What follows belongs to an exercise in optimizing a design on an open flow for small area, a short achievable clock period and few clock cycles per item; a production flow would make more cautious choices.
Function was checked by simulation only, so behaviour that the tests miss may differ from the original.

==> flow/design.v, too long to show whole: its modules and the start of the top module <==
// module INV: 1565 lines
// module FA: 4 lines
// module FAX: 6 lines
// module XOR2: 3 lines
// module MAJ3: 3 lines
// module HA: 4 lines
module INV #(
    parameter DATA_W    = 32,
    parameter INT_BITS  = 8,
    parameter FRAC_BITS = 24,
    parameter N_ITER    = 3
)(
    input  wire                 clk,
    input  wire                 rstn,
    input  wire                 start,
    input  wire [DATA_W-1:0]    dd,      
    output wire [DATA_W-1:0]    q,       
    output reg                  done
);
  // ...
==> flow/flow/run.sh <==
#!/bin/bash
set -euo pipefail
cat >> config.mk <<'EOC'
export SETUP_SLACK_MARGIN = 5.3
EOC
bash standard.sh > standard_flow.log 2>&1
==> flow/standard.sh <==
#!/bin/bash
# synth_recipe.tcl (not shown) runs the flow's synth.tcl, then flattens the netlist and writes it again
# the make line also repeats each setting of config.mk as NAME=value (left out here)
make -C /OpenROAD-flow-scripts/flow DESIGN_CONFIG=/design/flow/config.mk WORK_HOME=/design/flow/orfs CLKGATE_MAP_FILE= SYNTH_SCRIPT=/design/flow/synth_recipe.tcl "${@:-finish}"
==> flow/config.mk <==
export PLATFORM = sky130hd
export DESIGN_NAME = INV
export DESIGN_NICKNAME = INV
export VERILOG_FILES = /design/flow/design.v
export SDC_FILE = /design/flow/constraint.sdc
export NUM_CORES = 4
export LEC_CHECK = 0
export CAP_MARGIN = 20
export CORE_MARGIN = 2
export CORE_UTILIZATION = 40
export SLEW_MARGIN = 20
export SYNTH_HIERARCHICAL = 1
export SYNTH_MINIMUM_KEEP_SIZE = 0
export SETUP_SLACK_MARGIN = 5.3
==> flow/constraint.sdc <==
create_clock -name core_clock -period 12.0 [get_ports {clk}]
set_input_delay 2.4000 -clock core_clock [delete_from_list [all_inputs] [get_ports {clk}]]
set_output_delay 2.4000 -clock core_clock [all_outputs]
set_load 0.01 [all_outputs]
==> run summary, run 1 <==
outcome no timing/DRC/antenna violations; R2R Setup Slk 5.47 ns; R2R Path Start b_neg[11]$_DFF_P_; Crit path buffers/inverters 1; wirelength, routed 103000 µm; hpwl dp 66100 µm; Synth Area in Simple Gates 0.0636; synthesized instance count 2697; post-placement setup slack 4.83 ns; Synth cell types a little under 70; Seq Cell Count between 80 and 90; met3 Usage GRT 0.0871; mux cell area share after synthesis 0.000786; post-synthesis sequential area ratio 0.0676; family with the most delay on the worst path adder cells; Overall Global Routing Usage 0.310; top cells by area in the synthesized netlist fa_1, xnor2_1, a22oi_1; clock network share of area 0.0108; vias in the first global route 24297; Area growth syn-to-layout 8.18%; Slew HR 0.373; # rows about 90; drt first pass iters 8; Post-CTS Setup Inserts 0; count of flip-flops with a built-in enable after synthesis 0; global route overflow 0; Final nets 3138; via count roughly 23000; highest routed metal layer met4
Testbench counts, summed over its fixed seeds: cycles 9,600, items 1,600.
==> inputs of run 2 (changes only) <==
==> flow/flow/run.sh (replaced) <==
#!/bin/bash
set -euo pipefail
cat >> config.mk <<'EOC'
export SETUP_SLACK_MARGIN = 5.6
EOC
bash standard.sh > standard_flow.log 2>&1
--- a/flow/config.mk
+++ b/flow/config.mk
@@ -13,2 +13,2 @@
 export SYNTH_MINIMUM_KEEP_SIZE = 0
-export SETUP_SLACK_MARGIN = 5.3
+export SETUP_SLACK_MARGIN = 5.6
==> run summary, run 2 <==
Synth area leader fa_1 (unchanged); hold buffer count at CTS 0 (unchanged); vias in the first global route 24373 (was 24297); final core occ 0.455 (was 0.437); GPL Wtd Cong 0.977 (unchanged); hpwl dp 66100 µm (unchanged); Multi-input gate area 22700 µm² (was 22500 µm²); Die Height 256 µm (unchanged); share of the clock period used by the worst path after layout 0.524 (was 0.544); Remaining DRCs 0 (unchanged); CP Class flip-flop to flip-flop (unchanged); Hold EP b_neg[15]$_DFF_P_ (was ph[0]$_DFFE_PN0P_); commonest non-fill, non-tap cells in the layout xnor2_1, a22oi_1, fa_1 (unchanged); outcome no timing/DRC/antenna violations (unchanged); Synth Flop Type dfxtp_1 (unchanged); min cycle time layout 6.29 ns (was 6.53 ns); hold slack 0.571 ns (was 0.576 ns); wirelength, routed 108000 µm (was 103000 µm); Worst-Skew Late Latency 0.36 ns (about the same); post-route insts no fill 3455 (was 3402); Worst R2R End a[19]$_DFF_P_ (was a[31]$_DFF_P_); post-synthesis sequential area ratio 0.0676 (unchanged); Register Area 1880 µm² (was 1830 µm²); R2R Path Start a[23]$_DFF_P_ (was b_neg[11]$_DFF_P_); fin worst setup slack 5.71 ns (was 5.47 ns); Die ar. 65700 µm² (unchanged); Overall Global Routing Usage 0.313 (was 0.310); global route overflow 0 (unchanged); core area 63100 µm² (unchanged); most frequent cell after synthesis xnor2_1 (unchanged); Hold Path Class flip-flop to flip-flop (unchanged); initial DRC count 3351 (was 3318); Slew HR 0.400 (was 0.373); R2R Setup Slk 5.71 ns (was 5.47 ns); Hold Startpoint a[31]$_DFF_P_ (was ph[0]$_DFFE_PN0P_); Tightest Pin Transition 0.901 ns (was 0.941 ns); worst r2r path cells 17 (unchanged); first-pass GRT wire length 156000 µm (was 154000 µm); Initial Util 0.404 (unchanged); ys async rst share 0.0471 (unchanged); FILL cells 6051 (was 6190); Worst setup EP type flip-flop (unchanged); total CTS buffers 9 (unchanged); Setup violations, final 0 (unchanged); count of flip-flops with a built-in enable after synthesis 0 (unchanged); most frequent CP cell fa_1 (unchanged); register with the most flip-flops a (unchanged); port bufs 67 (unchanged); via count 23341 (was 22833); family with the most delay on the worst path adder cells (unchanged); die width 256 µm (unchanged); drt first pass iters 6 (was 8); Synth cell types 68 (unchanged); CP max stage delay 0.58 ns (was 0.79 ns); mux cell area share after synthesis 0.000786 (unchanged); Synth Area in Adders 0.403 (unchanged); max_cap viols 0 (unchanged); fmax 159 MHz (was 153 MHz); Clock Sinks 85 (unchanged); syn avg cell area 9.45 µm² (unchanged); unrepaired setup endpoints after global routing true (unchanged); Final nets 3191 (was 3138); setup TNS 0 ns (unchanged); synthesized instance count 2697 (unchanged); WP data required 12.25 ns (about the same); Hold Crit Depth 2 (was 1); num ports 68 (unchanged); max reg flops 32 (unchanged); Cell Area, Synth 25500 µm² (unchanged); post-synth top area share 0.354 (unchanged); Reg clk slew, reported paths 0.08 ns (about the same); Area growth syn-to-layout 12.7% (was 8.18%); Synth Area in Simple Gates 0.0636 (unchanged); #FFs+latches synth 85 (unchanged); largest net degree at the start of global routing 43 (unchanged); depth of the CTS H-tree 3 (unchanged); Inst Count DP 3381 (unchanged); worst path cell trace a22oi_1 > xnor2_1 > fa_1 > fa_1 > fa_1 > fa_1 > fa_1 > fa_1 > ha_2 > a21o_1 > a21oi_1 > nor2_1 > nor2_1 > a211oi_4 > or2_4 > a311o_1 > a32o_1 (was buf_4 > xnor2_1 > fa_1 > fa_1 > fa_1 > fa_1 > fa_1 > ha_1 > a21o_1 > a21o_1 > a21oi_1 > o21bai_1 > a31oi_1 > o21ai_0 > o21ai_1 > a21oi_1 > o31a_1); post-placement setup slack 4.83 ns (unchanged); clock root buffer clkbuf_16 (unchanged); Post-Synth XOR/XNOR Area 0.198 (unchanged); final slew viol count 0 (unchanged); top cells by area in the synthesized netlist fa_1, xnor2_1, a22oi_1 (unchanged); WL/cell 31.2 µm (was 30.3 µm); Warnings, synthesis 7 (unchanged); slowest CP cell dfxtp_4 (was dfxtp_2); top cells by count, synth xnor2_1, a22oi_1, fa_1, clkbuf_1, nand2_1 (unchanged); ANT cells 0 (unchanged); post-route antenna net violation count 0 (unchanged); commonest non-fill, non-tap cell in the layout xnor2_1 (unchanged); clk_skew 0.0157 ns (was 0.0142 ns); post-DR vias/cell 6.76 (was 6.71); fraction of layout cells with a size suffix above 1 0.110 (was 0.0755); Arr. time, crit path 6.54 ns (was 6.78 ns); Startpoint Class flip-flop (unchanged); initial antenna violation count 0 (unchanged); TritonCTS clock tree yes (unchanged); Crit path buffers/inverters 0 (was 1); worst-path fanout max 15 (was 20); hold violation total from the final report 0 (unchanged); complex-gate fraction of the synthesized area 0.214 (unchanged); # rows 92 (unchanged); Bufs on Longest Clock Path 2 (unchanged); main combinational cell family by area after synthesis adder cells (unchanged)
-- run 2: cells by family after synthesis --
logic type | Yosys count
buffers and inverters | 350
and+or+nand+nor | 354
xor gates and xnor gates | 575
DFF | 85
other | 1
AOI/OAI and AO/OA | 779
adders and majority gates | 551
muxes | 2
-- run 2: how the worst max path moves through the flow --
stage	depth (start not counted)	startpoint	end
2_1_floorplan	19	b_neg[1]$_DFF_P_	a[31]$_DFF_P_
3_3_place_gp	18	a[21]$_DFF_P_	a[29]$_DFF_P_
3_5_place_dp	17	a[27]$_DFF_P_	a[29]$_DFF_P_
4_1_cts	19	b_one[9]$_DFF_P_	a[31]$_DFF_P_
5_1_grt	19	b_two[7]$_DFF_P_	a[28]$_DFF_P_
6_report	17	a[23]$_DFF_P_	a[19]$_DFF_P_
-- run 2: area by class of cell --
class / instances / area share
Inverter: 22 / 0.00288
Timing Repair Buffer: 213 / 0.0932
Clock buffer: 11 / 0.00846
Sequential cell: 85 / 0.0655
Tap cell: 846 / 0.0369
Multi-Input combinational cell: 2274 / 0.791
Clock inverter: 4 / 0.00196
-- run 2: layer usage --
metal  track usage  part of all wire  vias up
met4         0.146             0.057        2
met3        0.0908              0.15      412
met1         0.420              0.37    11678
met2         0.466              0.42     2051
met5             0           0.00038        -
li1              -                 -     9198
-- run 2: worst reg2reg max path: cells and delay by family, from the launching register on --
family                   cells  cell delay [ns]
AND/OR/NAND/NOR              3             0.63
XOR/XNOR                     1             0.29
AO/OA/AOI/OAI                6             1.25
adder cells (fa/ha/maj)      7             3.39
flip-flops                   1             0.58
-- run 2: through the flow --
| step | area (µm²) |
|---|---|
| after global placement | 26700 |
| after floorplan | 25500 |
| after global routing | 28700 |
| after CTS | 27600 |
| final | 28700 |
| after detailed placement | 26700 |
-- run 2: repair_timing --
item	4_1_cts	5_1_grt
resized for setup	142	137
setup endpoints to repair	27	26
pin swaps	0	20
gates cloned	2	14
buffers inserted	6	37
-- run 2: per-module statistics from Yosys (local to each module, per instance) --
| module | cells inside | times used |
|---|---|---|
| FA | 1 | 450 |
| INV | 2205 | 1 |
| HA | 1 | 42 |

-- afterwards: timing with drivers on the ports --
No port has a modelled driver above. Below, the same layouts with a new extraction and two added sets of constraints. Step 1, drivers: a clkbuf_16 drives clk and a buf_2 each remaining input, both assumed. Step 2 moves the port delays by t, midway between the first and last clock arrival at a register: inputs arrive t later, outputs are due t later. That takes back most of the time a late clock gives input paths. a / b / c = no drivers / after step 1 / after step 2; a / b = the first two.
run | shift t [ns] | setup slack, ns | latest minus earliest clock arrival (ns) | cell pins on the clock port's net
run 1 | 0.394 | 5.470 / 5.470 / 5.470 | 0.015 / 0.014 | 1
run 2 | 0.394 | 5.714 / 5.714 / 5.714 | 0.016 / 0.016 | 1
After both steps every run listed still meets setup and hold.
